Source: an optimization exercise on an open RTL-to-GDS flow (aim: small area and a short achievable clock period). Production flows keep margins and buffers that such runs may drop. No run shown here included a check of the RTL's function; only the layout flow was run. Power figures rest on the tool's default switching activity, not on a simulated workload.

## flow/design.v (module list and top-level ports; edited modules follow where they fit)
// module register: 14 lines
// module alu_pre: 590 lines
// module alu_post: 196 lines
// module execute: 30 lines
// module simd_alu_top: 44 lines
module simd_alu_top (
    input  logic         clk,
    input  logic         rst,
    input  logic         overwriteFlags,
    input  logic [2:0]   pcWrEn,
    input  logic [2:0]   ExecuteOp,
    input  logic [127:0] vect1,
    input  logic [127:0] vect2,
    output logic [127:0] vectOut,
    output logic         pcWrEnOut
);
  // ...
==> flow/flow/run.sh <==
#!/bin/bash
# Standard layout, with one netlist clean-up between synthesis and floorplan:
# flow/fixinv.py removes the inverters that Yosys's full-adder extraction
# leaves between full adders (a full adder is self-dual, so flipping the
# polarity of some adders cancels them). Registers are not touched.
# Timing repair aims at a setup slack of $MARGIN ns at the design's clock.
set -euo pipefail
MARGIN=6.5
RES=orfs/results/$FLOW_PLATFORM/simd_alu_top/base
bash standard.sh synth > synth.log 2>&1
python3 flow/fixinv.py $RES/1_2_yosys.v $RES/1_2_yosys.fixinv.v > fixinv.log 2>&1
cp $RES/1_2_yosys.v $RES/1_2_yosys.orig.v
mv $RES/1_2_yosys.fixinv.v $RES/1_2_yosys.v
rm -f $RES/1_synth.odb $RES/1_synth.sdc
bash standard.sh SETUP_SLACK_MARGIN=$MARGIN finish > layout.log 2>&1
==> flow/flow/fixinv.py <==
#!/usr/bin/env python3
"""Removes inverters between full adders in a flat sky130 netlist written by Yosys.

A full adder is self-dual: FA(~a, ~b, ~c) = (~cout, ~sum). Each fa cell may
therefore be "flipped" (its outputs then carry the complements of their
values, and its inputs must be fed complemented) without changing the
circuit. This picks flips greedily to minimise the number of nets that need
an inverted copy, then rewrites the netlist with one inverter per such net.

usage: fixinv.py IN.v OUT.v"""
import re
import sys

INV = re.compile(r"sky130_fd_sc_hd__(clk)?inv_\d+$")
FA = re.compile(r"sky130_fd_sc_hd__fa_\d+$")
OUT_PINS = {"X", "Y", "Q", "Q_N", "SUM", "COUT", "HI", "LO"}

src = open(sys.argv[1]).read()
m = re.search(r"^module\s+(\S+)\s*\((.*?)\);", src, re.S | re.M)
head_end = src.index(";", m.end() - 1) + 1
end = src.rindex("endmodule")
body = re.sub(r"\(\*.*?\*\)", "", src[head_end:end], flags=re.S)

# split the body into statements
stmts = [s.strip() for s in re.split(r";\s*\n", body) if s.strip()]
cells = []          # [type, name, [(pin, net)]]
others = []         # declarations and assigns, kept verbatim
ports_out = set()
cell_re = re.compile(r"^(sky130_fd_sc_hd__\w+)\s+(\S+)\s*\((.*)\)\s*$", re.S)
pin_re = re.compile(r"\.(\w+)\(\s*((?:\\\S+\s)|[^()]*?)\s*\)")
for s in stmts:
    s2 = s.rstrip(";").strip()
    cm = cell_re.match(s2)
    if cm:
        pins = [(p, n.strip()) for p, n in pin_re.findall(cm.group(3))]
        cells.append([cm.group(1), cm.group(2), pins])
    else:
        others.append(s2)
        om = re.match(r"output\s+(?:\[(\d+):(\d+)\]\s+)?(\S+)", s2)
        if om:
            if om.group(1):
                hi, lo = int(om.group(1)), int(om.group(2))
                for i in range(min(hi, lo), max(hi, lo) + 1):
                    ports_out.add(f"{om.group(3)}[{i}]")
            else:
                ports_out.add(om.group(3))
# nets used by assign statements count as fixed loads/drivers: keep them untouched
assign_nets = set()
for s in others:
    if s.startswith("assign"):
        for tok in re.findall(r"\\\S+|[A-Za-z_][\w$]*(?:\[\d+\])?", s[6:]):
            assign_nets.add(tok)

# inverters we may remove: output not a port and not used by an assign
inv_of = {}
removable = set()
for i, (t, name, pins) in enumerate(cells):
    if INV.match(t):
        d = dict(pins)
        y, a = d.get("Y"), d.get("A")
        if y and a and y not in ports_out and y not in assign_nets and a not in assign_nets:
            inv_of[y] = a
            removable.add(i)

def lit(net):
    pol = 0
    seen = 0
    while net in inv_of and seen < 100:
        net = inv_of[net]
        pol ^= 1
        seen += 1
    return net, pol

driver_fa = {}      # base net -> fa cell index
fa_ids = []
for i, (t, name, pins) in enumerate(cells):
    if FA.match(t):
        fa_ids.append(i)
        for p, n in pins:
            if p in ("SUM", "COUT"):
                driver_fa[n] = i

# loads: (cell index, pin, base, pol)
loads = []
for i, (t, name, pins) in enumerate(cells):
    if i in removable:
        continue
    for p, n in pins:
        if p in OUT_PINS:
            continue
        b, pol = lit(n)
        loads.append((i, p, b, pol))

x = {i: 0 for i in fa_ids}
loads_by_net = {}
for k, (i, p, b, pol) in enumerate(loads):
    loads_by_net.setdefault(b, []).append(k)
nets_of_fa = {i: set() for i in fa_ids}
for k, (i, p, b, pol) in enumerate(loads):
    if i in x:
        nets_of_fa[i].add(b)
for b, i in driver_fa.items():
    nets_of_fa[i].add(b)

def need_inv(k):
    i, p, b, pol = loads[k]
    par = pol ^ x.get(driver_fa.get(b, -1), 0)
    if i in x:
        par ^= x[i]
    return par

def net_cost(b):
    return 1 if any(need_inv(k) for k in loads_by_net.get(b, ())) else 0

def total():
    return sum(net_cost(b) for b in loads_by_net)

before = total()
improved = True
rounds = 0
while improved and rounds < 50:
    improved = False
    rounds += 1
    for f in fa_ids:
        nets = nets_of_fa[f]
        c0 = sum(net_cost(b) for b in nets)
        x[f] ^= 1
        c1 = sum(net_cost(b) for b in nets)
        if c1 < c0:
            improved = True
        else:
            x[f] ^= 1
after = total()

# rewrite
new_inv = {}
out_cells = []
for i, (t, name, pins) in enumerate(cells):
    if i in removable:
        continue
    newpins = []
    for p, n in pins:
        if p in OUT_PINS:
            newpins.append((p, n))
            continue
        b, pol = lit(n)
        par = pol ^ x.get(driver_fa.get(b, -1), 0)
        if i in x:
            par ^= x[i]
        if par:
            if b not in new_inv:
                new_inv[b] = f"fixinv_n{len(new_inv)}"
            newpins.append((p, new_inv[b]))
        else:
            newpins.append((p, b))
    out_cells.append((t, name, newpins))

lines = [src[:head_end]]
for s in others:
    lines.append("  " + s + " ;")
for b, nn in new_inv.items():
    lines.append(f"  wire {nn};")
for t, name, pins in out_cells:
    ps = ",\n".join(f"    .{p}({n}{' ' if n.startswith(chr(92)) else ''})" for p, n in pins)
    lines.append(f"  {t} {name} (\n{ps}\n  );")
for k, (b, nn) in enumerate(new_inv.items()):
    bb = b + (" " if b.startswith("\\") else "")
    lines.append(f"  sky130_fd_sc_hd__inv_1 fixinv_{k} (\n    .A({bb}),\n    .Y({nn})\n  );")
lines.append("endmodule")
open(sys.argv[2], "w").write("\n".join(lines) + "\n")
sys.stderr.write(f"fixinv: {len(fa_ids)} full adders, {sum(x.values())} flipped; "
                 f"{len(removable)} inverters removed, {len(new_inv)} inserted "
                 f"(nets needing inversion {before} -> {after})\n")
==> flow/standard.sh <==
#!/bin/bash
# synth_recipe.tcl (not shown) runs the flow's synth.tcl, then flattens the netlist and writes it again
# the make line also repeats each setting of config.mk as NAME=value (left out here)
make -C /OpenROAD-flow-scripts/flow DESIGN_CONFIG=/design/flow/config.mk WORK_HOME=/design/flow/orfs CLKGATE_MAP_FILE= SYNTH_SCRIPT=/design/flow/synth_recipe.tcl "${@:-finish}"
==> flow/config.mk <==
export PLATFORM = sky130hd
export DESIGN_NAME = simd_alu_top
export DESIGN_NICKNAME = simd_alu_top
export VERILOG_FILES = /design/flow/design.v
export SDC_FILE = /design/flow/constraint.sdc
export NUM_CORES = 4
export LEC_CHECK = 0
export CAP_MARGIN = 20
export CELL_PAD_IN_SITES_DETAIL_PLACEMENT = 2
export CELL_PAD_IN_SITES_GLOBAL_PLACEMENT = 4
export CORE_MARGIN = 2
export CORE_UTILIZATION = 30
export SLEW_MARGIN = 20
==> flow/constraint.sdc <==
create_clock -name core_clock -period 12.0 [get_ports {clk}]
set_input_delay 2.4000 -clock core_clock [delete_from_list [all_inputs] [get_ports {clk}]]
set_output_delay 2.4000 -clock core_clock [all_outputs]
set_load 0.01 [all_outputs]
==> out/metrics.cfg, run 1 <==
[run_status]
status = no timing/DRC/antenna violations

[detailed_routing]
finalWirelength_um = 454100
antenna_left = 0
drc = 0
wl_met2_um = 206700

[placement]
gp_congestion = 0.8524
dp_cells = 12055
io_buffers = 393

[finish]
biggestCellCategory = multi-input combinational cells
multi_input_gates = 6475
areaGrowthSynthToFinish_pct = 26.70
multi_input_area_um2 = 65210
clock_buffers = 123

[clocking]
ctsResizeCount = 900

[power_and_ir_drop]
p_sw_frac = 0.4844
power_switching_mw = 9.011

[critical_path]
worst-path-buf-inv = 3
worstPathArrival_ps = 6210
reg2reg_to = execute_stage.negative_flag_register.dataOut
endpoint_kind = flop
critPathLaunch = vect1[2]

[timing]
final-hold-violation-count = 0
maxClockFrequency_mhz = 179.3
post-route-period-util = 0.4648

[logic_synthesis]
yosys_warnings = 3

[grt]
grt_max_degree = 88

[die]
die_w_um = 524.9
io-pin-count = 394

[job]
max_cap_viol_count = 0

==> run 2: changes to the inputs <==
--- a/flow/design.v
+++ b/flow/design.v
@@ -76,533 +76,533 @@
     wire fs4 = pp0[7] ^ pp1[5] ^ pp2[3];
     wire fc4 = (pp0[7] & pp1[5]) | (pp2[3] & (pp0[7] | pp1[5]));
     wire hs5 = pp3[1] ^ hc3;
     wire hc5 = pp3[1] & hc3;
     wire fs6 = neg[4] ^ pp0[8] ^ pp1[6];
     wire fc6 = (neg[4] & pp0[8]) | (pp1[6] & (neg[4] | pp0[8]));
     wire fs7 = pp2[4] ^ pp3[2] ^ pp4[0];
     wire fc7 = (pp2[4] & pp3[2]) | (pp4[0] & (pp2[4] | pp3[2]));
-    wire hs8 = bb[8] ^ fc4;
-    wire hc8 = bb[8] & fc4;
+    wire hs8 = fc4 ^ fs6;
+    wire hc8 = fc4 & fs6;
     wire fs9 = pp0[9] ^ pp1[7] ^ pp2[5];
     wire fc9 = (pp0[9] & pp1[7]) | (pp2[5] & (pp0[9] | pp1[7]));
-    wire fs10 = pp3[3] ^ pp4[1] ^ bb[9];
-    wire fc10 = (pp3[3] & pp4[1]) | (bb[9] & (pp3[3] | pp4[1]));
-    wire hs11 = fc6 ^ fc7;
-    wire hc11 = fc6 & fc7;
+    wire fs10 = pp3[3] ^ pp4[1] ^ fc6;
+    wire fc10 = (pp3[3] & pp4[1]) | (fc6 & (pp3[3] | pp4[1]));
+    wire hs11 = fc7 ^ fs9;
+    wire hc11 = fc7 & fs9;
     wire fs12 = neg[5] ^ pp0[10] ^ pp1[8];
     wire fc12 = (neg[5] & pp0[10]) | (pp1[8] & (neg[5] | pp0[10]));
     wire fs13 = pp2[6] ^ pp3[4] ^ pp4[2];
     wire fc13 = (pp2[6] & pp3[4]) | (pp4[2] & (pp2[6] | pp3[4]));
-    wire fs14 = pp5[0] ^ bb[10] ^ fc9;
-    wire fc14 = (pp5[0] & bb[10]) | (fc9 & (pp5[0] | bb[10]));
-    wire hs15 = fs12 ^ fs13;
-    wire hc15 = fs12 & fs13;
+    wire fs14 = pp5[0] ^ fc9 ^ fs12;
+    wire fc14 = (pp5[0] & fc9) | (fs12 & (pp5[0] | fc9));
+    wire hs15 = fs13 ^ hc11;
+    wire hc15 = fs13 & hc11;
     wire fs16 = pp0[11] ^ pp1[9] ^ pp2[7];
     wire fc16 = (pp0[11] & pp1[9]) | (pp2[7] & (pp0[11] | pp1[9]));
     wire fs17 = pp3[5] ^ pp4[3] ^ pp5[1];
     wire fc17 = (pp3[5] & pp4[3]) | (pp5[1] & (pp3[5] | pp4[3]));
-    wire fs18 = bb[11] ^ fc12 ^ fc13;
-    wire fc18 = (bb[11] & fc12) | (fc13 & (bb[11] | fc12));
-    wire hs19 = fs16 ^ fs17;
-    wire hc19 = fs16 & fs17;
+    wire fs18 = fc12 ^ fc13 ^ fs16;
+    wire fc18 = (fc12 & fc13) | (fs16 & (fc12 | fc13));
+    wire hs19 = fs17 ^ fc14;
+    wire hc19 = fs17 & fc14;
     wire fs20 = neg[6] ^ pp0[12] ^ pp1[10];
     wire fc20 = (neg[6] & pp0[12]) | (pp1[10] & (neg[6] | pp0[12]));
     wire fs21 = pp2[8] ^ pp3[6] ^ pp4[4];
     wire fc21 = (pp2[8] & pp3[6]) | (pp4[4] & (pp2[8] | pp3[6]));
-    wire fs22 = pp5[2] ^ pp6[0] ^ bb[12];
-    wire fc22 = (pp5[2] & pp6[0]) | (bb[12] & (pp5[2] | pp6[0]));
-    wire fs23 = fc16 ^ fc17 ^ fs20;
-    wire fc23 = (fc16 & fc17) | (fs20 & (fc16 | fc17));
-    wire hs24 = fs21 ^ hc19;
-    wire hc24 = fs21 & hc19;
+    wire fs22 = pp5[2] ^ pp6[0] ^ fc16;
+    wire fc22 = (pp5[2] & pp6[0]) | (fc16 & (pp5[2] | pp6[0]));
+    wire fs23 = fc17 ^ fs20 ^ fs21;
+    wire fc23 = (fc17 & fs20) | (fs21 & (fc17 | fs20));
+    wire hs24 = fc18 ^ fs22;
+    wire hc24 = fc18 & fs22;
     wire fs25 = pp0[13] ^ pp1[11] ^ pp2[9];
     wire fc25 = (pp0[13] & pp1[11]) | (pp2[9] & (pp0[13] | pp1[11]));
     wire fs26 = pp3[7] ^ pp4[5] ^ pp5[3];
     wire fc26 = (pp3[7] & pp4[5]) | (pp5[3] & (pp3[7] | pp4[5]));
-    wire fs27 = pp6[1] ^ bb[13] ^ fc20;
-    wire fc27 = (pp6[1] & bb[13]) | (fc20 & (pp6[1] | bb[13]));
-    wire fs28 = fc21 ^ fs25 ^ fs26;
-    wire fc28 = (fc21 & fs25) | (fs26 & (fc21 | fs25));
-    wire hs29 = fc22 ^ fc23;
-    wire hc29 = fc22 & fc23;
+    wire fs27 = pp6[1] ^ fc20 ^ fc21;
+    wire fc27 = (pp6[1] & fc20) | (fc21 & (pp6[1] | fc20));
+    wire fs28 = fs25 ^ fs26 ^ fc22;
+    wire fc28 = (fs25 & fs26) | (fc22 & (fs25 | fs26));
+    wire hs29 = fc23 ^ fs27;
+    wire hc29 = fc23 & fs27;
     wire fs30 = neg[7] ^ pp0[14] ^ pp1[12];
     wire fc30 = (neg[7] & pp0[14]) | (pp1[12] & (neg[7] | pp0[14]));
     wire fs31 = pp2[10] ^ pp3[8] ^ pp4[6];
     wire fc31 = (pp2[10] & pp3[8]) | (pp4[6] & (pp2[10] | pp3[8]));
     wire fs32 = pp5[4] ^ pp6[2] ^ pp7[0];
     wire fc32 = (pp5[4] & pp6[2]) | (pp7[0] & (pp5[4] | pp6[2]));
-    wire fs33 = bb[14] ^ fc25 ^ fc26;
-    wire fc33 = (bb[14] & fc25) | (fc26 & (bb[14] | fc25));
-    wire fs34 = fs30 ^ fs31 ^ fs32;
-    wire fc34 = (fs30 & fs31) | (fs32 & (fs30 | fs31));
-    wire hs35 = fc27 ^ fc28;
-    wire hc35 = fc27 & fc28;
+    wire fs33 = fc25 ^ fc26 ^ fs30;
+    wire fc33 = (fc25 & fc26) | (fs30 & (fc25 | fc26));
+    wire fs34 = fs31 ^ fs32 ^ fc27;
+    wire fc34 = (fs31 & fs32) | (fc27 & (fs31 | fs32));
+    wire hs35 = fs33 ^ bb[14];
+    wire hc35 = fs33 & bb[14];
     wire fs36 = pp0[15] ^ pp1[13] ^ pp2[11];
     wire fc36 = (pp0[15] & pp1[13]) | (pp2[11] & (pp0[15] | pp1[13]));
     wire fs37 = pp3[9] ^ pp4[7] ^ pp5[5];
     wire fc37 = (pp3[9] & pp4[7]) | (pp5[5] & (pp3[9] | pp4[7]));
-    wire fs38 = pp6[3] ^ pp7[1] ^ bb[15];
-    wire fc38 = (pp6[3] & pp7[1]) | (bb[15] & (pp6[3] | pp7[1]));
-    wire fs39 = fc30 ^ fc31 ^ fc32;
-    wire fc39 = (fc30 & fc31) | (fc32 & (fc30 | fc31));
-    wire fs40 = fs36 ^ fs37 ^ fs38;
-    wire fc40 = (fs36 & fs37) | (fs38 & (fs36 | fs37));
-    wire hs41 = fc33 ^ fc34;
-    wire hc41 = fc33 & fc34;
+    wire fs38 = pp6[3] ^ pp7[1] ^ fc30;
+    wire fc38 = (pp6[3] & pp7[1]) | (fc30 & (pp6[3] | pp7[1]));
+    wire fs39 = fc31 ^ fc32 ^ fs36;
+    wire fc39 = (fc31 & fc32) | (fs36 & (fc31 | fc32));
+    wire fs40 = fs37 ^ fc33 ^ fs38;
+    wire fc40 = (fs37 & fc33) | (fs38 & (fs37 | fc33));
+    wire hs41 = fs39 ^ bb[15];
+    wire hc41 = fs39 & bb[15];
     wire fs42 = neg[8] ^ pp0[16] ^ pp1[14];
     wire fc42 = (neg[8] & pp0[16]) | (pp1[14] & (neg[8] | pp0[16]));
     wire fs43 = pp2[12] ^ pp3[10] ^ pp4[8];
     wire fc43 = (pp2[12] & pp3[10]) | (pp4[8] & (pp2[12] | pp3[10]));
     wire fs44 = pp5[6] ^ pp6[4] ^ pp7[2];
     wire fc44 = (pp5[6] & pp6[4]) | (pp7[2] & (pp5[6] | pp6[4]));
-    wire fs45 = pp8[0] ^ bb[16] ^ fc36;
-    wire fc45 = (pp8[0] & bb[16]) | (fc36 & (pp8[0] | bb[16]));
-    wire fs46 = fc37 ^ fs42 ^ fs43;
-    wire fc46 = (fc37 & fs42) | (fs43 & (fc37 | fs42));
-    wire fs47 = fs44 ^ fc38 ^ fc39;
-    wire fc47 = (fs44 & fc38) | (fc39 & (fs44 | fc38));
-    wire hs48 = fs45 ^ fs46;
-    wire hc48 = fs45 & fs46;
+    wire fs45 = pp8[0] ^ fc36 ^ fc37;
+    wire fc45 = (pp8[0] & fc36) | (fc37 & (pp8[0] | fc36));
+    wire fs46 = fs42 ^ fs43 ^ fs44;
+    wire fc46 = (fs42 & fs43) | (fs44 & (fs42 | fs43));
+    wire fs47 = fc38 ^ fc39 ^ fs45;
+    wire fc47 = (fc38 & fc39) | (fs45 & (fc38 | fc39));
+    wire hs48 = fs46 ^ bb[16];
+    wire hc48 = fs46 & bb[16];
     wire fs49 = pp0[17] ^ pp1[15] ^ pp2[13];
     wire fc49 = (pp0[17] & pp1[15]) | (pp2[13] & (pp0[17] | pp1[15]));
     wire fs50 = pp3[11] ^ pp4[9] ^ pp5[7];
     wire fc50 = (pp3[11] & pp4[9]) | (pp5[7] & (pp3[11] | pp4[9]));
     wire fs51 = pp6[5] ^ pp7[3] ^ pp8[1];
     wire fc51 = (pp6[5] & pp7[3]) | (pp8[1] & (pp6[5] | pp7[3]));
-    wire fs52 = bb[17] ^ fc42 ^ fc43;
-    wire fc52 = (bb[17] & fc42) | (fc43 & (bb[17] | fc42));
-    wire fs53 = fc44 ^ fs49 ^ fs50;
-    wire fc53 = (fc44 & fs49) | (fs50 & (fc44 | fs49));
-    wire fs54 = fs51 ^ fc45 ^ fc46;
-    wire fc54 = (fs51 & fc45) | (fc46 & (fs51 | fc45));
-    wire hs55 = fs52 ^ fs53;
-    wire hc55 = fs52 & fs53;
+    wire fs52 = fc42 ^ fc43 ^ fc44;
+    wire fc52 = (fc42 & fc43) | (fc44 & (fc42 | fc43));
+    wire fs53 = fs49 ^ fs50 ^ fs51;
+    wire fc53 = (fs49 & fs50) | (fs51 & (fs49 | fs50));
+    wire fs54 = fc45 ^ fc46 ^ fs52;
+    wire fc54 = (fc45 & fc46) | (fs52 & (fc45 | fc46));
+    wire hs55 = fs53 ^ bb[17];
+    wire hc55 = fs53 & bb[17];
     wire fs56 = neg[9] ^ pp0[18] ^ pp1[16];
     wire fc56 = (neg[9] & pp0[18]) | (pp1[16] & (neg[9] | pp0[18]));
     wire fs57 = pp2[14] ^ pp3[12] ^ pp4[10];
     wire fc57 = (pp2[14] & pp3[12]) | (pp4[10] & (pp2[14] | pp3[12]));
     wire fs58 = pp5[8] ^ pp6[6] ^ pp7[4];
     wire fc58 = (pp5[8] & pp6[6]) | (pp7[4] & (pp5[8] | pp6[6]));
-    wire fs59 = pp8[2] ^ pp9[0] ^ bb[18];
-    wire fc59 = (pp8[2] & pp9[0]) | (bb[18] & (pp8[2] | pp9[0]));
-    wire fs60 = fc49 ^ fc50 ^ fc51;
-    wire fc60 = (fc49 & fc50) | (fc51 & (fc49 | fc50));
-    wire fs61 = fs56 ^ fs57 ^ fs58;
-    wire fc61 = (fs56 & fs57) | (fs58 & (fs56 | fs57));
-    wire fs62 = fs59 ^ fc52 ^ fc53;
-    wire fc62 = (fs59 & fc52) | (fc53 & (fs59 | fc52));
-    wire hs63 = fs60 ^ fs61;
-    wire hc63 = fs60 & fs61;
+    wire fs59 = pp8[2] ^ pp9[0] ^ fc49;
+    wire fc59 = (pp8[2] & pp9[0]) | (fc49 & (pp8[2] | pp9[0]));
+    wire fs60 = fc50 ^ fc51 ^ fs56;
+    wire fc60 = (fc50 & fc51) | (fs56 & (fc50 | fc51));
+    wire fs61 = fs57 ^ fs58 ^ fc52;
+    wire fc61 = (fs57 & fs58) | (fc52 & (fs57 | fs58));
+    wire fs62 = fc53 ^ fs59 ^ fs60;
+    wire fc62 = (fc53 & fs59) | (fs60 & (fc53 | fs59));
+    wire hs63 = bb[18] ^ fc54;
+    wire hc63 = bb[18] & fc54;
     wire fs64 = pp0[19] ^ pp1[17] ^ pp2[15];
     wire fc64 = (pp0[19] & pp1[17]) | (pp2[15] & (pp0[19] | pp1[17]));
     wire fs65 = pp3[13] ^ pp4[11] ^ pp5[9];
     wire fc65 = (pp3[13] & pp4[11]) | (pp5[9] & (pp3[13] | pp4[11]));
     wire fs66 = pp6[7] ^ pp7[5] ^ pp8[3];
     wire fc66 = (pp6[7] & pp7[5]) | (pp8[3] & (pp6[7] | pp7[5]));
-    wire fs67 = pp9[1] ^ bb[19] ^ fc56;
-    wire fc67 = (pp9[1] & bb[19]) | (fc56 & (pp9[1] | bb[19]));
-    wire fs68 = fc57 ^ fc58 ^ fs64;
-    wire fc68 = (fc57 & fc58) | (fs64 & (fc57 | fc58));
-    wire fs69 = fs65 ^ fs66 ^ fc59;
-    wire fc69 = (fs65 & fs66) | (fc59 & (fs65 | fs66));
-    wire fs70 = fc60 ^ fc61 ^ fs67;
-    wire fc70 = (fc60 & fc61) | (fs67 & (fc60 | fc61));
-    wire hs71 = fs68 ^ hc63;
-    wire hc71 = fs68 & hc63;
+    wire fs67 = pp9[1] ^ fc56 ^ fc57;
+    wire fc67 = (pp9[1] & fc56) | (fc57 & (pp9[1] | fc56));
+    wire fs68 = fc58 ^ fs64 ^ fs65;
+    wire fc68 = (fc58 & fs64) | (fs65 & (fc58 | fs64));
+    wire fs69 = fs66 ^ fc59 ^ fc60;
+    wire fc69 = (fs66 & fc59) | (fc60 & (fs66 | fc59));
+    wire fs70 = fs67 ^ fs68 ^ bb[19];
+    wire fc70 = (fs67 & fs68) | (bb[19] & (fs67 | fs68));
+    wire hs71 = fc61 ^ fc62;
+    wire hc71 = fc61 & fc62;
     wire fs72 = neg[10] ^ pp0[20] ^ pp10[0];
     wire fc72 = (neg[10] & pp0[20]) | (pp10[0] & (neg[10] | pp0[20]));
     wire fs73 = pp1[18] ^ pp2[16] ^ pp3[14];
     wire fc73 = (pp1[18] & pp2[16]) | (pp3[14] & (pp1[18] | pp2[16]));
     wire fs74 = pp4[12] ^ pp5[10] ^ pp6[8];
     wire fc74 = (pp4[12] & pp5[10]) | (pp6[8] & (pp4[12] | pp5[10]));
     wire fs75 = pp7[6] ^ pp8[4] ^ pp9[2];
     wire fc75 = (pp7[6] & pp8[4]) | (pp9[2] & (pp7[6] | pp8[4]));
-    wire fs76 = bb[20] ^ fc64 ^ fc65;
-    wire fc76 = (bb[20] & fc64) | (fc65 & (bb[20] | fc64));
-    wire fs77 = fc66 ^ fs72 ^ fs73;
-    wire fc77 = (fc66 & fs72) | (fs73 & (fc66 | fs72));
-    wire fs78 = fs74 ^ fs75 ^ fc67;
-    wire fc78 = (fs74 & fs75) | (fc67 & (fs74 | fs75));
-    wire fs79 = fc68 ^ fs76 ^ fs77;
-    wire fc79 = (fc68 & fs76) | (fs77 & (fc68 | fs76));
-    wire hs80 = fc69 ^ fc70;
-    wire hc80 = fc69 & fc70;
+    wire fs76 = fc64 ^ fc65 ^ fc66;
+    wire fc76 = (fc64 & fc65) | (fc66 & (fc64 | fc65));
+    wire fs77 = fs72 ^ fs73 ^ fs74;
+    wire fc77 = (fs72 & fs73) | (fs74 & (fs72 | fs73));
+    wire fs78 = fs75 ^ fc67 ^ fc68;
+    wire fc78 = (fs75 & fc67) | (fc68 & (fs75 | fc67));
+    wire fs79 = fs76 ^ fs77 ^ bb[20];
+    wire fc79 = (fs76 & fs77) | (bb[20] & (fs76 | fs77));
+    wire hs80 = fc69 ^ fs78;
+    wire hc80 = fc69 & fs78;
     wire fs81 = pp0[21] ^ pp10[1] ^ pp1[19];
     wire fc81 = (pp0[21] & pp10[1]) | (pp1[19] & (pp0[21] | pp10[1]));
     wire fs82 = pp2[17] ^ pp3[15] ^ pp4[13];
     wire fc82 = (pp2[17] & pp3[15]) | (pp4[13] & (pp2[17] | pp3[15]));
     wire fs83 = pp5[11] ^ pp6[9] ^ pp7[7];
     wire fc83 = (pp5[11] & pp6[9]) | (pp7[7] & (pp5[11] | pp6[9]));
-    wire fs84 = pp8[5] ^ pp9[3] ^ bb[21];
-    wire fc84 = (pp8[5] & pp9[3]) | (bb[21] & (pp8[5] | pp9[3]));
-    wire fs85 = fc72 ^ fc73 ^ fc74;
-    wire fc85 = (fc72 & fc73) | (fc74 & (fc72 | fc73));
-    wire fs86 = fc75 ^ fs81 ^ fs82;
-    wire fc86 = (fc75 & fs81) | (fs82 & (fc75 | fs81));
-    wire fs87 = fs83 ^ fs84 ^ fc76;
-    wire fc87 = (fs83 & fs84) | (fc76 & (fs83 | fs84));
-    wire fs88 = fc77 ^ fs85 ^ fs86;
-    wire fc88 = (fc77 & fs85) | (fs86 & (fc77 | fs85));
+    wire fs84 = pp8[5] ^ pp9[3] ^ fc72;
+    wire fc84 = (pp8[5] & pp9[3]) | (fc72 & (pp8[5] | pp9[3]));
+    wire fs85 = fc73 ^ fc74 ^ fc75;
+    wire fc85 = (fc73 & fc74) | (fc75 & (fc73 | fc74));
+    wire fs86 = fs81 ^ fs82 ^ fs83;
+    wire fc86 = (fs81 & fs82) | (fs83 & (fs81 | fs82));
+    wire fs87 = fc76 ^ fc77 ^ fs84;
+    wire fc87 = (fc76 & fc77) | (fs84 & (fc76 | fc77));
+    wire fs88 = fs85 ^ fs86 ^ bb[21];
+    wire fc88 = (fs85 & fs86) | (bb[21] & (fs85 | fs86));
     wire hs89 = fc78 ^ fs87;
     wire hc89 = fc78 & fs87;
     wire fs90 = neg[11] ^ pp0[22] ^ pp10[2];
     wire fc90 = (neg[11] & pp0[22]) | (pp10[2] & (neg[11] | pp0[22]));
     wire fs91 = pp11[0] ^ pp1[20] ^ pp2[18];
     wire fc91 = (pp11[0] & pp1[20]) | (pp2[18] & (pp11[0] | pp1[20]));
     wire fs92 = pp3[16] ^ pp4[14] ^ pp5[12];
     wire fc92 = (pp3[16] & pp4[14]) | (pp5[12] & (pp3[16] | pp4[14]));
     wire fs93 = pp6[10] ^ pp7[8] ^ pp8[6];
     wire fc93 = (pp6[10] & pp7[8]) | (pp8[6] & (pp6[10] | pp7[8]));
-    wire fs94 = pp9[4] ^ bb[22] ^ fc81;
-    wire fc94 = (pp9[4] & bb[22]) | (fc81 & (pp9[4] | bb[22]));
-    wire fs95 = fc82 ^ fc83 ^ fs90;
-    wire fc95 = (fc82 & fc83) | (fs90 & (fc82 | fc83));
-    wire fs96 = fs91 ^ fs92 ^ fs93;
-    wire fc96 = (fs91 & fs92) | (fs93 & (fs91 | fs92));
-    wire fs97 = fc84 ^ fc85 ^ fc86;
-    wire fc97 = (fc84 & fc85) | (fc86 & (fc84 | fc85));
-    wire fs98 = fs94 ^ fs95 ^ fs96;
-    wire fc98 = (fs94 & fs95) | (fs96 & (fs94 | fs95));
-    wire hs99 = fc87 ^ fc88;
-    wire hc99 = fc87 & fc88;
+    wire fs94 = pp9[4] ^ fc81 ^ fc82;
+    wire fc94 = (pp9[4] & fc81) | (fc82 & (pp9[4] | fc81));
+    wire fs95 = fc83 ^ fs90 ^ fs91;
+    wire fc95 = (fc83 & fs90) | (fs91 & (fc83 | fs90));
+    wire fs96 = fs92 ^ fs93 ^ fc84;
+    wire fc96 = (fs92 & fs93) | (fc84 & (fs92 | fs93));
+    wire fs97 = fc85 ^ fc86 ^ fs94;
+    wire fc97 = (fc85 & fc86) | (fs94 & (fc85 | fc86));
+    wire fs98 = fs95 ^ bb[22] ^ fc87;
+    wire fc98 = (fs95 & bb[22]) | (fc87 & (fs95 | bb[22]));
+    wire hs99 = fs96 ^ fs97;
+    wire hc99 = fs96 & fs97;
     wire fs100 = pp0[23] ^ pp10[3] ^ pp11[1];
     wire fc100 = (pp0[23] & pp10[3]) | (pp11[1] & (pp0[23] | pp10[3]));
     wire fs101 = pp1[21] ^ pp2[19] ^ pp3[17];
     wire fc101 = (pp1[21] & pp2[19]) | (pp3[17] & (pp1[21] | pp2[19]));
     wire fs102 = pp4[15] ^ pp5[13] ^ pp6[11];
     wire fc102 = (pp4[15] & pp5[13]) | (pp6[11] & (pp4[15] | pp5[13]));
     wire fs103 = pp7[9] ^ pp8[7] ^ pp9[5];
     wire fc103 = (pp7[9] & pp8[7]) | (pp9[5] & (pp7[9] | pp8[7]));
-    wire fs104 = bb[23] ^ fc90 ^ fc91;
-    wire fc104 = (bb[23] & fc90) | (fc91 & (bb[23] | fc90));
-    wire fs105 = fc92 ^ fc93 ^ fs100;
-    wire fc105 = (fc92 & fc93) | (fs100 & (fc92 | fc93));
-    wire fs106 = fs101 ^ fs102 ^ fs103;
-    wire fc106 = (fs101 & fs102) | (fs103 & (fs101 | fs102));
-    wire fs107 = fc94 ^ fc95 ^ fc96;
-    wire fc107 = (fc94 & fc95) | (fc96 & (fc94 | fc95));
-    wire fs108 = fs104 ^ fs105 ^ fs106;
-    wire fc108 = (fs104 & fs105) | (fs106 & (fs104 | fs105));
-    wire hs109 = fc97 ^ fc98;
-    wire hc109 = fc97 & fc98;
+    wire fs104 = fc90 ^ fc91 ^ fc92;
+    wire fc104 = (fc90 & fc91) | (fc92 & (fc90 | fc91));
+    wire fs105 = fc93 ^ fs100 ^ fs101;
+    wire fc105 = (fc93 & fs100) | (fs101 & (fc93 | fs100));
+    wire fs106 = fs102 ^ fs103 ^ fc94;
+    wire fc106 = (fs102 & fs103) | (fc94 & (fs102 | fs103));
+    wire fs107 = fc95 ^ fs104 ^ fs105;
+    wire fc107 = (fc95 & fs104) | (fs105 & (fc95 | fs104));
+    wire fs108 = bb[23] ^ fc96 ^ fc97;
+    wire fc108 = (bb[23] & fc96) | (fc97 & (bb[23] | fc96));
+    wire hs109 = fs106 ^ fs107;
+    wire hc109 = fs106 & fs107;
     wire fs110 = neg[12] ^ pp0[24] ^ pp10[4];
     wire fc110 = (neg[12] & pp0[24]) | (pp10[4] & (neg[12] | pp0[24]));
     wire fs111 = pp11[2] ^ pp12[0] ^ pp1[22];
     wire fc111 = (pp11[2] & pp12[0]) | (pp1[22] & (pp11[2] | pp12[0]));
     wire fs112 = pp2[20] ^ pp3[18] ^ pp4[16];
     wire fc112 = (pp2[20] & pp3[18]) | (pp4[16] & (pp2[20] | pp3[18]));
     wire fs113 = pp5[14] ^ pp6[12] ^ pp7[10];
     wire fc113 = (pp5[14] & pp6[12]) | (pp7[10] & (pp5[14] | pp6[12]));
-    wire fs114 = pp8[8] ^ pp9[6] ^ bb[24];
-    wire fc114 = (pp8[8] & pp9[6]) | (bb[24] & (pp8[8] | pp9[6]));
-    wire fs115 = fc100 ^ fc101 ^ fc102;
-    wire fc115 = (fc100 & fc101) | (fc102 & (fc100 | fc101));
-    wire fs116 = fc103 ^ fs110 ^ fs111;
-    wire fc116 = (fc103 & fs110) | (fs111 & (fc103 | fs110));
-    wire fs117 = fs112 ^ fs113 ^ fs114;
-    wire fc117 = (fs112 & fs113) | (fs114 & (fs112 | fs113));
-    wire fs118 = fc104 ^ fc105 ^ fc106;
-    wire fc118 = (fc104 & fc105) | (fc106 & (fc104 | fc105));
-    wire fs119 = fs115 ^ fs116 ^ fs117;
-    wire fc119 = (fs115 & fs116) | (fs117 & (fs115 | fs116));
-    wire hs120 = fc107 ^ fc108;
-    wire hc120 = fc107 & fc108;
+    wire fs114 = pp8[8] ^ pp9[6] ^ fc100;
+    wire fc114 = (pp8[8] & pp9[6]) | (fc100 & (pp8[8] | pp9[6]));
+    wire fs115 = fc101 ^ fc102 ^ fc103;
+    wire fc115 = (fc101 & fc102) | (fc103 & (fc101 | fc102));
+    wire fs116 = fs110 ^ fs111 ^ fs112;
+    wire fc116 = (fs110 & fs111) | (fs112 & (fs110 | fs111));
+    wire fs117 = fs113 ^ fc104 ^ fc105;
+    wire fc117 = (fs113 & fc104) | (fc105 & (fs113 | fc104));
+    wire fs118 = fs114 ^ fs115 ^ fs116;
+    wire fc118 = (fs114 & fs115) | (fs116 & (fs114 | fs115));
+    wire fs119 = bb[24] ^ fc106 ^ fc107;
+    wire fc119 = (bb[24] & fc106) | (fc107 & (bb[24] | fc106));
+    wire hs120 = fs117 ^ fs118;
+    wire hc120 = fs117 & fs118;
     wire fs121 = pp0[25] ^ pp10[5] ^ pp11[3];
     wire fc121 = (pp0[25] & pp10[5]) | (pp11[3] & (pp0[25] | pp10[5]));
     wire fs122 = pp12[1] ^ pp1[23] ^ pp2[21];
     wire fc122 = (pp12[1] & pp1[23]) | (pp2[21] & (pp12[1] | pp1[23]));
     wire fs123 = pp3[19] ^ pp4[17] ^ pp5[15];
     wire fc123 = (pp3[19] & pp4[17]) | (pp5[15] & (pp3[19] | pp4[17]));
     wire fs124 = pp6[13] ^ pp7[11] ^ pp8[9];
     wire fc124 = (pp6[13] & pp7[11]) | (pp8[9] & (pp6[13] | pp7[11]));
-    wire fs125 = pp9[7] ^ bb[25] ^ fc110;
-    wire fc125 = (pp9[7] & bb[25]) | (fc110 & (pp9[7] | bb[25]));
-    wire fs126 = fc111 ^ fc112 ^ fc113;
-    wire fc126 = (fc111 & fc112) | (fc113 & (fc111 | fc112));
-    wire fs127 = fs121 ^ fs122 ^ fs123;
-    wire fc127 = (fs121 & fs122) | (fs123 & (fs121 | fs122));
-    wire fs128 = fs124 ^ fc114 ^ fc115;
-    wire fc128 = (fs124 & fc114) | (fc115 & (fs124 | fc114));
-    wire fs129 = fc116 ^ fs125 ^ fs126;
-    wire fc129 = (fc116 & fs125) | (fs126 & (fc116 | fs125));
-    wire fs130 = fs127 ^ fc117 ^ fc118;
-    wire fc130 = (fs127 & fc117) | (fc118 & (fs127 | fc117));
+    wire fs125 = pp9[7] ^ fc110 ^ fc111;
+    wire fc125 = (pp9[7] & fc110) | (fc111 & (pp9[7] | fc110));
+    wire fs126 = fc112 ^ fc113 ^ fs121;
+    wire fc126 = (fc112 & fc113) | (fs121 & (fc112 | fc113));
+    wire fs127 = fs122 ^ fs123 ^ fs124;
+    wire fc127 = (fs122 & fs123) | (fs124 & (fs122 | fs123));
+    wire fs128 = fc114 ^ fc115 ^ fc116;
+    wire fc128 = (fc114 & fc115) | (fc116 & (fc114 | fc115));
+    wire fs129 = fs125 ^ fs126 ^ fs127;
+    wire fc129 = (fs125 & fs126) | (fs127 & (fs125 | fs126));
+    wire fs130 = bb[25] ^ fc117 ^ fc118;
+    wire fc130 = (bb[25] & fc117) | (fc118 & (bb[25] | fc117));
     wire hs131 = fs128 ^ fs129;
     wire hc131 = fs128 & fs129;
     wire fs132 = neg[13] ^ pp0[26] ^ pp10[6];
     wire fc132 = (neg[13] & pp0[26]) | (pp10[6] & (neg[13] | pp0[26]));
     wire fs133 = pp11[4] ^ pp12[2] ^ pp13[0];
     wire fc133 = (pp11[4] & pp12[2]) | (pp13[0] & (pp11[4] | pp12[2]));
     wire fs134 = pp1[24] ^ pp2[22] ^ pp3[20];
     wire fc134 = (pp1[24] & pp2[22]) | (pp3[20] & (pp1[24] | pp2[22]));
     wire fs135 = pp4[18] ^ pp5[16] ^ pp6[14];
     wire fc135 = (pp4[18] & pp5[16]) | (pp6[14] & (pp4[18] | pp5[16]));
     wire fs136 = pp7[12] ^ pp8[10] ^ pp9[8];
     wire fc136 = (pp7[12] & pp8[10]) | (pp9[8] & (pp7[12] | pp8[10]));
-    wire fs137 = bb[26] ^ fc121 ^ fc122;
-    wire fc137 = (bb[26] & fc121) | (fc122 & (bb[26] | fc121));
-    wire fs138 = fc123 ^ fc124 ^ fs132;
-    wire fc138 = (fc123 & fc124) | (fs132 & (fc123 | fc124));
-    wire fs139 = fs133 ^ fs134 ^ fs135;
-    wire fc139 = (fs133 & fs134) | (fs135 & (fs133 | fs134));
-    wire fs140 = fs136 ^ fc125 ^ fc126;
-    wire fc140 = (fs136 & fc125) | (fc126 & (fs136 | fc125));
-    wire fs141 = fc127 ^ fs137 ^ fs138;
-    wire fc141 = (fc127 & fs137) | (fs138 & (fc127 | fs137));
-    wire fs142 = fs139 ^ fc128 ^ fc129;
-    wire fc142 = (fs139 & fc128) | (fc129 & (fs139 | fc128));
+    wire fs137 = fc121 ^ fc122 ^ fc123;
+    wire fc137 = (fc121 & fc122) | (fc123 & (fc121 | fc122));
+    wire fs138 = fc124 ^ fs132 ^ fs133;
+    wire fc138 = (fc124 & fs132) | (fs133 & (fc124 | fs132));
+    wire fs139 = fs134 ^ fs135 ^ fs136;
+    wire fc139 = (fs134 & fs135) | (fs136 & (fs134 | fs135));
+    wire fs140 = fc125 ^ fc126 ^ fc127;
+    wire fc140 = (fc125 & fc126) | (fc127 & (fc125 | fc126));
+    wire fs141 = fs137 ^ fs138 ^ fs139;
+    wire fc141 = (fs137 & fs138) | (fs139 & (fs137 | fs138));
+    wire fs142 = bb[26] ^ fc128 ^ fc129;
+    wire fc142 = (bb[26] & fc128) | (fc129 & (bb[26] | fc128));
     wire hs143 = fs140 ^ fs141;
     wire hc143 = fs140 & fs141;
     wire fs144 = pp0[27] ^ pp10[7] ^ pp11[5];
     wire fc144 = (pp0[27] & pp10[7]) | (pp11[5] & (pp0[27] | pp10[7]));
     wire fs145 = pp12[3] ^ pp13[1] ^ pp1[25];
     wire fc145 = (pp12[3] & pp13[1]) | (pp1[25] & (pp12[3] | pp13[1]));
     wire fs146 = pp2[23] ^ pp3[21] ^ pp4[19];
     wire fc146 = (pp2[23] & pp3[21]) | (pp4[19] & (pp2[23] | pp3[21]));
     wire fs147 = pp5[17] ^ pp6[15] ^ pp7[13];
     wire fc147 = (pp5[17] & pp6[15]) | (pp7[13] & (pp5[17] | pp6[15]));
-    wire fs148 = pp8[11] ^ pp9[9] ^ bb[27];
-    wire fc148 = (pp8[11] & pp9[9]) | (bb[27] & (pp8[11] | pp9[9]));
-    wire fs149 = fc132 ^ fc133 ^ fc134;
-    wire fc149 = (fc132 & fc133) | (fc134 & (fc132 | fc133));
-    wire fs150 = fc135 ^ fc136 ^ fs144;
-    wire fc150 = (fc135 & fc136) | (fs144 & (fc135 | fc136));
-    wire fs151 = fs145 ^ fs146 ^ fs147;
-    wire fc151 = (fs145 & fs146) | (fs147 & (fs145 | fs146));
-    wire fs152 = fs148 ^ fc137 ^ fc138;
-    wire fc152 = (fs148 & fc137) | (fc138 & (fs148 | fc137));
-    wire fs153 = fc139 ^ fs149 ^ fs150;
-    wire fc153 = (fc139 & fs149) | (fs150 & (fc139 | fs149));
-    wire fs154 = fs151 ^ fc140 ^ fc141;
-    wire fc154 = (fs151 & fc140) | (fc141 & (fs151 | fc140));
+    wire fs148 = pp8[11] ^ pp9[9] ^ fc132;
+    wire fc148 = (pp8[11] & pp9[9]) | (fc132 & (pp8[11] | pp9[9]));
+    wire fs149 = fc133 ^ fc134 ^ fc135;
+    wire fc149 = (fc133 & fc134) | (fc135 & (fc133 | fc134));
+    wire fs150 = fc136 ^ fs144 ^ fs145;
+    wire fc150 = (fc136 & fs144) | (fs145 & (fc136 | fs144));
+    wire fs151 = fs146 ^ fs147 ^ fc137;
+    wire fc151 = (fs146 & fs147) | (fc137 & (fs146 | fs147));
+    wire fs152 = fc138 ^ fc139 ^ fs148;
+    wire fc152 = (fc138 & fc139) | (fs148 & (fc138 | fc139));
+    wire fs153 = fs149 ^ fs150 ^ bb[27];
+    wire fc153 = (fs149 & fs150) | (bb[27] & (fs149 | fs150));
+    wire fs154 = fc140 ^ fs151 ^ fc141;
+    wire fc154 = (fc140 & fs151) | (fc141 & (fc140 | fs151));
     wire hs155 = fs152 ^ fs153;
     wire hc155 = fs152 & fs153;
     wire fs156 = neg[14] ^ pp0[28] ^ pp10[8];
     wire fc156 = (neg[14] & pp0[28]) | (pp10[8] & (neg[14] | pp0[28]));
     wire fs157 = pp11[6] ^ pp12[4] ^ pp13[2];
     wire fc157 = (pp11[6] & pp12[4]) | (pp13[2] & (pp11[6] | pp12[4]));
     wire fs158 = pp14[0] ^ pp1[26] ^ pp2[24];
     wire fc158 = (pp14[0] & pp1[26]) | (pp2[24] & (pp14[0] | pp1[26]));
     wire fs159 = pp3[22] ^ pp4[20] ^ pp5[18];
     wire fc159 = (pp3[22] & pp4[20]) | (pp5[18] & (pp3[22] | pp4[20]));
     wire fs160 = pp6[16] ^ pp7[14] ^ pp8[12];
     wire fc160 = (pp6[16] & pp7[14]) | (pp8[12] & (pp6[16] | pp7[14]));
-    wire fs161 = pp9[10] ^ bb[28] ^ fc144;
-    wire fc161 = (pp9[10] & bb[28]) | (fc144 & (pp9[10] | bb[28]));
-    wire fs162 = fc145 ^ fc146 ^ fc147;
-    wire fc162 = (fc145 & fc146) | (fc147 & (fc145 | fc146));
-    wire fs163 = fs156 ^ fs157 ^ fs158;
-    wire fc163 = (fs156 & fs157) | (fs158 & (fs156 | fs157));
-    wire fs164 = fs159 ^ fs160 ^ fc148;
-    wire fc164 = (fs159 & fs160) | (fc148 & (fs159 | fs160));
-    wire fs165 = fc149 ^ fc150 ^ fc151;
-    wire fc165 = (fc149 & fc150) | (fc151 & (fc149 | fc150));
-    wire fs166 = fs161 ^ fs162 ^ fs163;
-    wire fc166 = (fs161 & fs162) | (fs163 & (fs161 | fs162));
-    wire fs167 = fs164 ^ fc152 ^ fc153;
-    wire fc167 = (fs164 & fc152) | (fc153 & (fs164 | fc152));
-    wire hs168 = fs165 ^ fs166;
-    wire hc168 = fs165 & fs166;
+    wire fs161 = pp9[10] ^ fc144 ^ fc145;
+    wire fc161 = (pp9[10] & fc144) | (fc145 & (pp9[10] | fc144));
+    wire fs162 = fc146 ^ fc147 ^ fs156;
+    wire fc162 = (fc146 & fc147) | (fs156 & (fc146 | fc147));
+    wire fs163 = fs157 ^ fs158 ^ fs159;
+    wire fc163 = (fs157 & fs158) | (fs159 & (fs157 | fs158));
+    wire fs164 = fs160 ^ fc148 ^ fc149;
+    wire fc164 = (fs160 & fc148) | (fc149 & (fs160 | fc148));
+    wire fs165 = fc150 ^ fs161 ^ fs162;
+    wire fc165 = (fc150 & fs161) | (fs162 & (fc150 | fs161));
+    wire fs166 = fs163 ^ bb[28] ^ fc151;
+    wire fc166 = (fs163 & bb[28]) | (fc151 & (fs163 | bb[28]));
+    wire fs167 = fc152 ^ fs164 ^ fs165;
+    wire fc167 = (fc152 & fs164) | (fs165 & (fc152 | fs164));
+    wire hs168 = fc153 ^ fs166;
+    wire hc168 = fc153 & fs166;
     wire fs169 = pp0[29] ^ pp10[9] ^ pp11[7];
     wire fc169 = (pp0[29] & pp10[9]) | (pp11[7] & (pp0[29] | pp10[9]));
     wire fs170 = pp12[5] ^ pp13[3] ^ pp14[1];
     wire fc170 = (pp12[5] & pp13[3]) | (pp14[1] & (pp12[5] | pp13[3]));
     wire fs171 = pp1[27] ^ pp2[25] ^ pp3[23];
     wire fc171 = (pp1[27] & pp2[25]) | (pp3[23] & (pp1[27] | pp2[25]));
     wire fs172 = pp4[21] ^ pp5[19] ^ pp6[17];
     wire fc172 = (pp4[21] & pp5[19]) | (pp6[17] & (pp4[21] | pp5[19]));
     wire fs173 = pp7[15] ^ pp8[13] ^ pp9[11];
     wire fc173 = (pp7[15] & pp8[13]) | (pp9[11] & (pp7[15] | pp8[13]));
-    wire fs174 = bb[29] ^ fc156 ^ fc157;
-    wire fc174 = (bb[29] & fc156) | (fc157 & (bb[29] | fc156));
-    wire fs175 = fc158 ^ fc159 ^ fc160;
-    wire fc175 = (fc158 & fc159) | (fc160 & (fc158 | fc159));
-    wire fs176 = fs169 ^ fs170 ^ fs171;
-    wire fc176 = (fs169 & fs170) | (fs171 & (fs169 | fs170));
-    wire fs177 = fs172 ^ fs173 ^ fc161;
-    wire fc177 = (fs172 & fs173) | (fc161 & (fs172 | fs173));
-    wire fs178 = fc162 ^ fc163 ^ fs174;
-    wire fc178 = (fc162 & fc163) | (fs174 & (fc162 | fc163));
-    wire fs179 = fs175 ^ fs176 ^ fc164;
-    wire fc179 = (fs175 & fs176) | (fc164 & (fs175 | fs176));
-    wire fs180 = fc165 ^ fs177 ^ fc166;
-    wire fc180 = (fc165 & fs177) | (fc166 & (fc165 | fs177));
-    wire hs181 = fs178 ^ fs179;
-    wire hc181 = fs178 & fs179;
+    wire fs174 = fc156 ^ fc157 ^ fc158;
+    wire fc174 = (fc156 & fc157) | (fc158 & (fc156 | fc157));
+    wire fs175 = fc159 ^ fc160 ^ fs169;
+    wire fc175 = (fc159 & fc160) | (fs169 & (fc159 | fc160));
+    wire fs176 = fs170 ^ fs171 ^ fs172;
+    wire fc176 = (fs170 & fs171) | (fs172 & (fs170 | fs171));
+    wire fs177 = fs173 ^ fc161 ^ fc162;
+    wire fc177 = (fs173 & fc161) | (fc162 & (fs173 | fc161));
+    wire fs178 = fc163 ^ fs174 ^ fs175;
+    wire fc178 = (fc163 & fs174) | (fs175 & (fc163 | fs174));
+    wire fs179 = fs176 ^ bb[29] ^ fc164;
+    wire fc179 = (fs176 & bb[29]) | (fc164 & (fs176 | bb[29]));
+    wire fs180 = fc165 ^ fs177 ^ fs178;
+    wire fc180 = (fc165 & fs177) | (fs178 & (fc165 | fs177));
+    wire hs181 = fc166 ^ fs179;
+    wire hc181 = fc166 & fs179;
     wire fs182 = neg[15] ^ pp0[30] ^ pp10[10];
     wire fc182 = (neg[15] & pp0[30]) | (pp10[10] & (neg[15] | pp0[30]));
     wire fs183 = pp11[8] ^ pp12[6] ^ pp13[4];
     wire fc183 = (pp11[8] & pp12[6]) | (pp13[4] & (pp11[8] | pp12[6]));
     wire fs184 = pp14[2] ^ pp15[0] ^ pp1[28];
     wire fc184 = (pp14[2] & pp15[0]) | (pp1[28] & (pp14[2] | pp15[0]));
     wire fs185 = pp2[26] ^ pp3[24] ^ pp4[22];
     wire fc185 = (pp2[26] & pp3[24]) | (pp4[22] & (pp2[26] | pp3[24]));
     wire fs186 = pp5[20] ^ pp6[18] ^ pp7[16];
     wire fc186 = (pp5[20] & pp6[18]) | (pp7[16] & (pp5[20] | pp6[18]));
-    wire fs187 = pp8[14] ^ pp9[12] ^ bb[30];
-    wire fc187 = (pp8[14] & pp9[12]) | (bb[30] & (pp8[14] | pp9[12]));
-    wire fs188 = fc169 ^ fc170 ^ fc171;
-    wire fc188 = (fc169 & fc170) | (fc171 & (fc169 | fc170));
-    wire fs189 = fc172 ^ fc173 ^ fs182;
-    wire fc189 = (fc172 & fc173) | (fs182 & (fc172 | fc173));
-    wire fs190 = fs183 ^ fs184 ^ fs185;
-    wire fc190 = (fs183 & fs184) | (fs185 & (fs183 | fs184));
-    wire fs191 = fs186 ^ fs187 ^ fc174;
-    wire fc191 = (fs186 & fs187) | (fc174 & (fs186 | fs187));
-    wire fs192 = fc175 ^ fc176 ^ fs188;
-    wire fc192 = (fc175 & fc176) | (fs188 & (fc175 | fc176));
-    wire fs193 = fs189 ^ fs190 ^ fc177;
-    wire fc193 = (fs189 & fs190) | (fc177 & (fs189 | fs190));
+    wire fs187 = pp8[14] ^ pp9[12] ^ fc169;
+    wire fc187 = (pp8[14] & pp9[12]) | (fc169 & (pp8[14] | pp9[12]));
+    wire fs188 = fc170 ^ fc171 ^ fc172;
+    wire fc188 = (fc170 & fc171) | (fc172 & (fc170 | fc171));
+    wire fs189 = fc173 ^ fs182 ^ fs183;
+    wire fc189 = (fc173 & fs182) | (fs183 & (fc173 | fs182));
+    wire fs190 = fs184 ^ fs185 ^ fs186;
+    wire fc190 = (fs184 & fs185) | (fs186 & (fs184 | fs185));
+    wire fs191 = fc174 ^ fc175 ^ fc176;
+    wire fc191 = (fc174 & fc175) | (fc176 & (fc174 | fc175));
+    wire fs192 = fs187 ^ fs188 ^ fs189;
+    wire fc192 = (fs187 & fs188) | (fs189 & (fs187 | fs188));
+    wire fs193 = fs190 ^ bb[30] ^ fc177;
+    wire fc193 = (fs190 & bb[30]) | (fc177 & (fs190 | bb[30]));
     wire fs194 = fc178 ^ fs191 ^ fs192;
     wire fc194 = (fc178 & fs191) | (fs192 & (fc178 | fs191));
     wire hs195 = fc179 ^ fs193;
     wire hc195 = fc179 & fs193;
     wire xs196 = pp0[31] ^ pp10[11] ^ pp11[9];
     wire xs197 = pp12[7] ^ pp13[5] ^ pp14[3];
     wire xs198 = pp15[1] ^ pp1[29] ^ pp2[27];
     wire xs199 = pp3[25] ^ pp4[23] ^ pp5[21];
     wire xs200 = pp6[19] ^ pp7[17] ^ pp8[15];
-    wire xs201 = pp9[13] ^ bb[31] ^ xs196;
-    wire xs202 = xs197 ^ xs198 ^ xs199;
-    wire xs203 = xs200 ^ xs201 ^ xs202;
+    wire xs201 = pp9[13] ^ xs196 ^ xs197;
+    wire xs202 = xs198 ^ xs199 ^ xs200;
+    wire xs203 = xs201 ^ xs202 ^ bb[31];
     assign q[0] = cin;
     assign q[1] = neg[0];
     assign q[2] = pp0[0];
     assign q[3] = bb[0];
     assign q[4] = pp0[1];
     assign q[5] = bb[1];
     assign q[6] = neg[1];
     assign q[7] = pp0[2];
     assign q[8] = pp1[0];
     assign q[9] = bb[2];
     assign q[10] = pp0[3];
     assign q[11] = pp1[1];
     assign q[12] = bb[3];
     assign q[13] = pp1[2];
     assign q[14] = pp2[0];
-    assign q[15] = bb[4];
-    assign q[16] = hs0;
+    assign q[15] = hs0;
+    assign q[16] = bb[4];
     assign q[17] = pp2[1];
     assign q[18] = hc0;
-    assign q[19] = bb[5];
-    assign q[20] = hs1;
+    assign q[19] = hs1;
+    assign q[20] = bb[5];
     assign q[21] = hc1;
-    assign q[22] = bb[6];
-    assign q[23] = hs3;
-    assign q[24] = fs2;
-    assign q[25] = bb[7];
-    assign q[26] = fc2;
-    assign q[27] = fs4;
-    assign q[28] = hs5;
-    assign q[29] = fs6;
-    assign q[30] = fs7;
-    assign q[31] = hc5;
-    assign q[32] = hs8;
-    assign q[33] = fs9;
-    assign q[34] = hc8;
-    assign q[35] = hs11;
-    assign q[36] = fs10;
-    assign q[37] = hc11;
-    assign q[38] = fc10;
+    assign q[22] = hs3;
+    assign q[23] = fs2;
+    assign q[24] = bb[6];
+    assign q[25] = fc2;
+    assign q[26] = fs4;
+    assign q[27] = hs5;
+    assign q[28] = bb[7];
+    assign q[29] = fs7;
+    assign q[30] = hc5;
+    assign q[31] = hs8;
+    assign q[32] = bb[8];
+    assign q[33] = hc8;
+    assign q[34] = hs11;
+    assign q[35] = fs10;
+    assign q[36] = bb[9];
+    assign q[37] = fc10;
+    assign q[38] = fs14;
     assign q[39] = hs15;
-    assign q[40] = fs14;
-    assign q[41] = hc15;
-    assign q[42] = hs19;
-    assign q[43] = fc14;
-    assign q[44] = fs18;
-    assign q[45] = fs22;
-    assign q[46] = fc18;
-    assign q[47] = fs23;
+    assign q[40] = bb[10];
+    assign q[41] = fs18;
+    assign q[42] = hc15;
+    assign q[43] = bb[11];
+    assign q[44] = hs19;
+    assign q[45] = fs23;
+    assign q[46] = bb[12];
+    assign q[47] = hc19;
     assign q[48] = hs24;
-    assign q[49] = fs27;
-    assign q[50] = fs28;
-    assign q[51] = hc24;
-    assign q[52] = hs29;
-    assign q[53] = fs33;
-    assign q[54] = fs34;
-    assign q[55] = hc29;
+    assign q[49] = bb[13];
+    assign q[50] = hc24;
+    assign q[51] = hs29;
+    assign q[52] = fs28;
+    assign q[53] = hc29;
+    assign q[54] = fc28;
+    assign q[55] = fs34;
     assign q[56] = hs35;
-    assign q[57] = fs39;
-    assign q[58] = hc35;
-    assign q[59] = hs41;
-    assign q[60] = fs40;
-    assign q[61] = hc41;
-    assign q[62] = fc40;
-    assign q[63] = hs48;
-    assign q[64] = fs47;
-    assign q[65] = hc48;
-    assign q[66] = fc47;
-    assign q[67] = hs55;
-    assign q[68] = fs54;
-    assign q[69] = hc55;
-    assign q[70] = hs63;
-    assign q[71] = fc54;
-    assign q[72] = fs62;
+    assign q[57] = fc34;
+    assign q[58] = fs40;
+    assign q[59] = hc35;
+    assign q[60] = hs41;
+    assign q[61] = fc40;
+    assign q[62] = fs47;
+    assign q[63] = hc41;
+    assign q[64] = hs48;
+    assign q[65] = fc47;
+    assign q[66] = fs54;
+    assign q[67] = hc48;
+    assign q[68] = hs55;
+    assign q[69] = fs61;
+    assign q[70] = fs62;
+    assign q[71] = hc55;
+    assign q[72] = hs63;
     assign q[73] = fs69;
-    assign q[74] = fc62;
+    assign q[74] = hc63;
     assign q[75] = fs70;
     assign q[76] = hs71;
-    assign q[77] = fs78;
+    assign q[77] = fc70;
     assign q[78] = fs79;
     assign q[79] = hc71;
     assign q[80] = hs80;
     assign q[81] = fc79;
     assign q[82] = fs88;
     assign q[83] = hc80;
     assign q[84] = hs89;
-    assign q[85] = fs97;
-    assign q[86] = fs98;
-    assign q[87] = hc89;
-    assign q[88] = hs99;
-    assign q[89] = fs107;
-    assign q[90] = fs108;
-    assign q[91] = hc99;
-    assign q[92] = hs109;
-    assign q[93] = fs118;
-    assign q[94] = hc109;
+    assign q[85] = fc88;
+    assign q[86] = hc89;
+    assign q[87] = hs99;
+    assign q[88] = fs98;
+    assign q[89] = hc99;
+    assign q[90] = fc98;
+    assign q[91] = hs109;
+    assign q[92] = fs108;
+    assign q[93] = hc109;
+    assign q[94] = fc108;
     assign q[95] = hs120;
     assign q[96] = fs119;
     assign q[97] = hc120;
-    assign q[98] = fc119;
-    assign q[99] = hs131;
+    assign q[98] = hs131;
+    assign q[99] = fc119;
     assign q[100] = fs130;
     assign q[101] = hc131;
-    assign q[102] = fc130;
-    assign q[103] = hs143;
+    assign q[102] = hs143;
+    assign q[103] = fc130;
     assign q[104] = fs142;
     assign q[105] = hc143;
     assign q[106] = fc142;
-    assign q[107] = hs155;
-    assign q[108] = fs154;
-    assign q[109] = hc155;
-    assign q[110] = hs168;
-    assign q[111] = fc154;
-    assign q[112] = fs167;
-    assign q[113] = hc168;
-    assign q[114] = fc167;
-    assign q[115] = fs180;
+    assign q[107] = fs154;
+    assign q[108] = hs155;
+    assign q[109] = fc154;
+    assign q[110] = fs167;
+    assign q[111] = hc155;
+    assign q[112] = hs168;
+    assign q[113] = fc167;
+    assign q[114] = fs180;
+    assign q[115] = hc168;
     assign q[116] = hs181;
     assign q[117] = fc180;
     assign q[118] = fs194;
     assign q[119] = hc181;
     assign q[120] = hs195;
     assign q[121] = fc182;
     assign q[122] = fc183;
     assign q[123] = fc184;
     assign q[124] = fc185;
     assign q[125] = fc186;
     assign q[126] = fc187;
     assign q[127] = fc188;
     assign q[128] = fc189;
     assign q[129] = fc190;
     assign q[130] = fc191;
-    assign q[131] = xs203;
-    assign q[132] = fc192;
+    assign q[131] = fc192;
+    assign q[132] = xs203;
     assign q[133] = fc193;
     assign q[134] = fc194;
     assign q[135] = hc195;
 endmodule
 module alu_post (
     input  logic [135:0] q,
     output logic [31:0] result,
     output logic        zero
==> flow/flow/run.sh (replaced) <==
#!/bin/bash
# Standard layout, with one netlist clean-up between synthesis and floorplan:
# flow/fixinv.py removes the inverters that Yosys's full-adder extraction
# leaves between full adders (a full adder is self-dual, so flipping the
# polarity of some adders cancels them). Registers are not touched.
# Every port is buffered as in the standard flow, with the library's smallest
# buffer (buf_1) rather than buffer_ports' default pick.
# Timing repair aims at a setup slack of $MARGIN ns at the design's clock.
set -euo pipefail
MARGIN=6.5
RES=orfs/results/$FLOW_PLATFORM/simd_alu_top/base
bash standard.sh synth > synth.log 2>&1
python3 flow/fixinv.py $RES/1_2_yosys.v $RES/1_2_yosys.fixinv.v > fixinv.log 2>&1
cp $RES/1_2_yosys.v $RES/1_2_yosys.orig.v
mv $RES/1_2_yosys.fixinv.v $RES/1_2_yosys.v
rm -f $RES/1_synth.odb $RES/1_synth.sdc
bash standard.sh SETUP_SLACK_MARGIN=$MARGIN "BUFFER_PORTS_ARGS=-buffer_cell sky130_fd_sc_hd__buf_1" finish > layout.log 2>&1
==> run 2 against run 1 <==
Still clean. Final cell count decreased by 2.0%. Utilization decreased by 2.8 points. Critical path depth decreased by 4. First-iteration DRC count decreased by 13%. Register-to-register slack improved by 110 ps. Worst hold slack improved by 13 ps. Via count decreased by 3.8%. Synthesized area decreased by 0.74%. Count of clock-buffer cells in the layout increased by 4. Die area decreased by 0.73%. Clock power decreased by 3%. Critical endpoint is now q_q[248]. Highest routed layer unchanged.
==> out/metrics.cfg, run 2 <==
[detailed_routing]
finalWirelength_um = 425900  ; was 454,100 um
drc = 0  ; unchanged
drt_iter0_markers = 5571  ; was 6,419
first_pass_iters = 5  ; was 6
viasPerCell = 5.702  ; was 5.811
antenna_left = 0  ; unchanged
routedWlPerCell_um = 34.30  ; was 35.84 um
num_vias = 70797  ; was 73,627

[grt]
overflow = 0  ; unchanged
grt_max_degree = 101  ; was 88
grt_pass1_wl_um = 597700  ; was 622,600 um
grtUsageTotal = 0.3035  ; was 0.3141
antenna_found_initial = 41  ; was 54
grt_pass1_vias = 77158  ; was 78,597

[timing]
rsz0062_at_grt = true  ; unchanged
worst_pin_slew_ps = 1187  ; was 1079 ps
slew_headroom = 0.2085  ; was 0.2776
post-route-period-util = 0.4603  ; was 0.4648
fin_crit_ps = 5524  ; was 5578 ps
slew_viol_final = 0  ; unchanged
setup_tns_ps = 0  ; unchanged
setup_viol = 0  ; unchanged
maxClockFrequency_mhz = 181.0  ; was 179.3 MHz
fin_skew_ps = 85.66  ; was 68.36 ps
final-hold-violation-count = 0  ; unchanged

[finish]
drive_gt1_frac = 0.1569  ; was 0.1912
largest_reg_flops = 541  ; unchanged
fin_util = 0.3534  ; was 0.3816
final_cell_mix = xnor2_1, a22oi_1, fa_1  ; unchanged
top_register = q_q  ; unchanged
final_common_cell = xnor2_1  ; unchanged
areaGrowthSynthToFinish_pct = 17.17  ; was 26.70%
fill_cells = 29080  ; was 28,481
final_nets = 10366  ; was 10,610
largestRegisters = q_q x541, vectOut x128, a31_q x4  ; unchanged

[critical_path]
worstSetupPathType = input pin to flop  ; unchanged
worstReg2RegStart = q_q[454]  ; was q_q[19]
cp-start-kind = input pin  ; unchanged
worstPathArrival_ps = 6280  ; was 6210 ps
crit_required_ps = 12750  ; was 12,640 ps
endpoint_kind = flop  ; unchanged
crit_fanout = 39  ; was 36
critPathLaunch = vect2[32]  ; was vect1[2]

[die]
die_height_um = 523.0  ; was 524.9 um
die_w_um = 523.0  ; was 524.9 um
floorplan.initialDensity = 0.3016  ; was 0.3011
core_area_um2 = 267900  ; was 270,300 um2
io-pin-count = 394  ; unchanged
dieArea_um2 = 273500  ; was 275,500 um2
row_count = 190  ; was 191

[clocking]
postCtsHoldBufs = 0  ; unchanged
clk_pin_slew_ps = 60  ; about the same
clockBufferDepth = 4  ; was 3
cts.sinks = 679  ; unchanged
tritoncts = yes  ; unchanged
clkLatencyLatePin_ps = 870  ; was 790 ps
cts_root_buf = clkbuf_16  ; unchanged
numCtsBuffers = 97  ; was 94
htree_levels = 3  ; unchanged

[hold_path]
min_from = overwriteFlags_q  ; unchanged
worstHoldPathType = flop to flop  ; unchanged

[logic_synthesis]
syn_inst = 8642  ; was 8,704
yosys_warnings = 3  ; unchanged
syn_avg_cell_area_um2 = 9.349  ; was 9.352 um2
syn_area_um2 = 80790  ; was 81,400 um2
synth_fp_nets = 10243  ; was 10,305

[placement]
place_hpwl_um = 296900  ; was 293,200 um
io_buffers = 393  ; unchanged
gp_congestion = 0.8260  ; was 0.8524

[power_and_ir_drop]
p_sw_frac = 0.4910  ; was 0.4844
power_density_nw_per_um2 = 186.6  ; was 180.4 nW/um2
irDropWorstVdd_v = 0.0003420  ; was 0.0003761 V
leakage_nw = 38.95  ; was 42.77 nW
p_clk_frac = 0.172  ; was 0.168
power_switching_mw = 8.674  ; was 9.011 mW
seq_power_share = 0.185  ; was 0.177
intPower_mw = 8.994  ; was 9.589 mW
combPwrFrac = 0.643  ; was 0.656

[job]
max_cap_viol_count = 0  ; unchanged

[run_status]
status = no timing/DRC/antenna violations  ; unchanged

[run 2: area by class of cell]
class	instances	area, um2	area share
tap	3552	4444	0.04694
antenna	25	62.56	0.0006608
clock buffer	127	2710	0.02863
timing repair inverter	1	8.758	0.00009251
clock inverter	47	549.3	0.005802
sequential	679	13600	0.1437
inverter	614	2504	0.02645
timing repair buffer	890	7069	0.07467
multi-input combinational	6482	63720	0.6731
[run 2: worst max-delay path, cell delays in order]
cell and delay [ps]:
clkbuf_2 510, inv_4 480, buf_6 400, mux2_2 410, mux2i_1 260, nand2_1 100, o21ai_0 250, nand2_1 120
o21ai_0 150, o2bb2ai_2 270, fa_1 500, ha_1 300
[run 2: worst paths after layout]
check / to / slack, ps / cells after the start
max: q_q[248] / 6480 / 12
min: execute_stage.zeroFlag_register.dataOut / 500 / 1
max reg2reg: execute_stage.negative_flag_register.dataOut / 6650 / 15
min reg2reg: execute_stage.zeroFlag_register.dataOut / 500 / 1
max in group asynchronous: execute_stage.negative_flag_register.dataOut / 10500 / 2
min in group asynchronous: execute_stage.zeroFlag_register.dataOut / 1390 / 2
[run 2: through the flow]
| stage | hold WS (ps) | power, mW | area, um2 | std cells | worst slack, ps |
|---|---|---|---|---|---|
| finish | 502.7 | 17.67 | 94670 | 12417 | 6476 |
| global route | 528.8 | 19.00 | 94640 | 12405 | 6404 |
| CTS | 496.5 | 17.87 | 93050 | 12307 | 6439 |
| detailed placement | 483.8 | 14.42 | 86770 | 11962 | 4010 |
| global placement | 472.2 | 14.20 | 86770 | 11962 | 4044 |
| floorplan | 441.3 | 10.11 | 83350 | 8642 | 6087 |
[run 2: what timing repair did]
item,in CTS,in global routing
pin swaps,35,31
endpoints found under the hold margin,0,0
cloned,27,16
gates resized for setup,243,166
setup endpoints to repair,408,119
setup buffers,144,68
[run 2: power groups by stage]
stage	sequential (mW)	combinational [mW]	clock, mW
finish	3.27	11.4	3.04
global placement	3.32	10.9	0
floorplan	3.34	6.77	0
detailed placement	3.33	11.1	0
CTS	3.29	11.4	3.15
global route	3.34	12.4	3.25
[run 2: layer usage]
layer	vias to the layer above	global-route usage	wire length [um]
li1	30014	-	-
met1	37890	0.4146	190700
met2	2346	0.4983	200400
met3	527	0.04099	22530
met4	20	0.08658	12150
met5	-	0	136

Setup slack of run 2, layout unchanged: 6.476 ns with ideal ports, 6.399 ns with driving cells assumed (clock clkbuf_16, inputs buf_2), 5.470 ns with port delays also shifted by the 0.929 ns mid clock arrival.
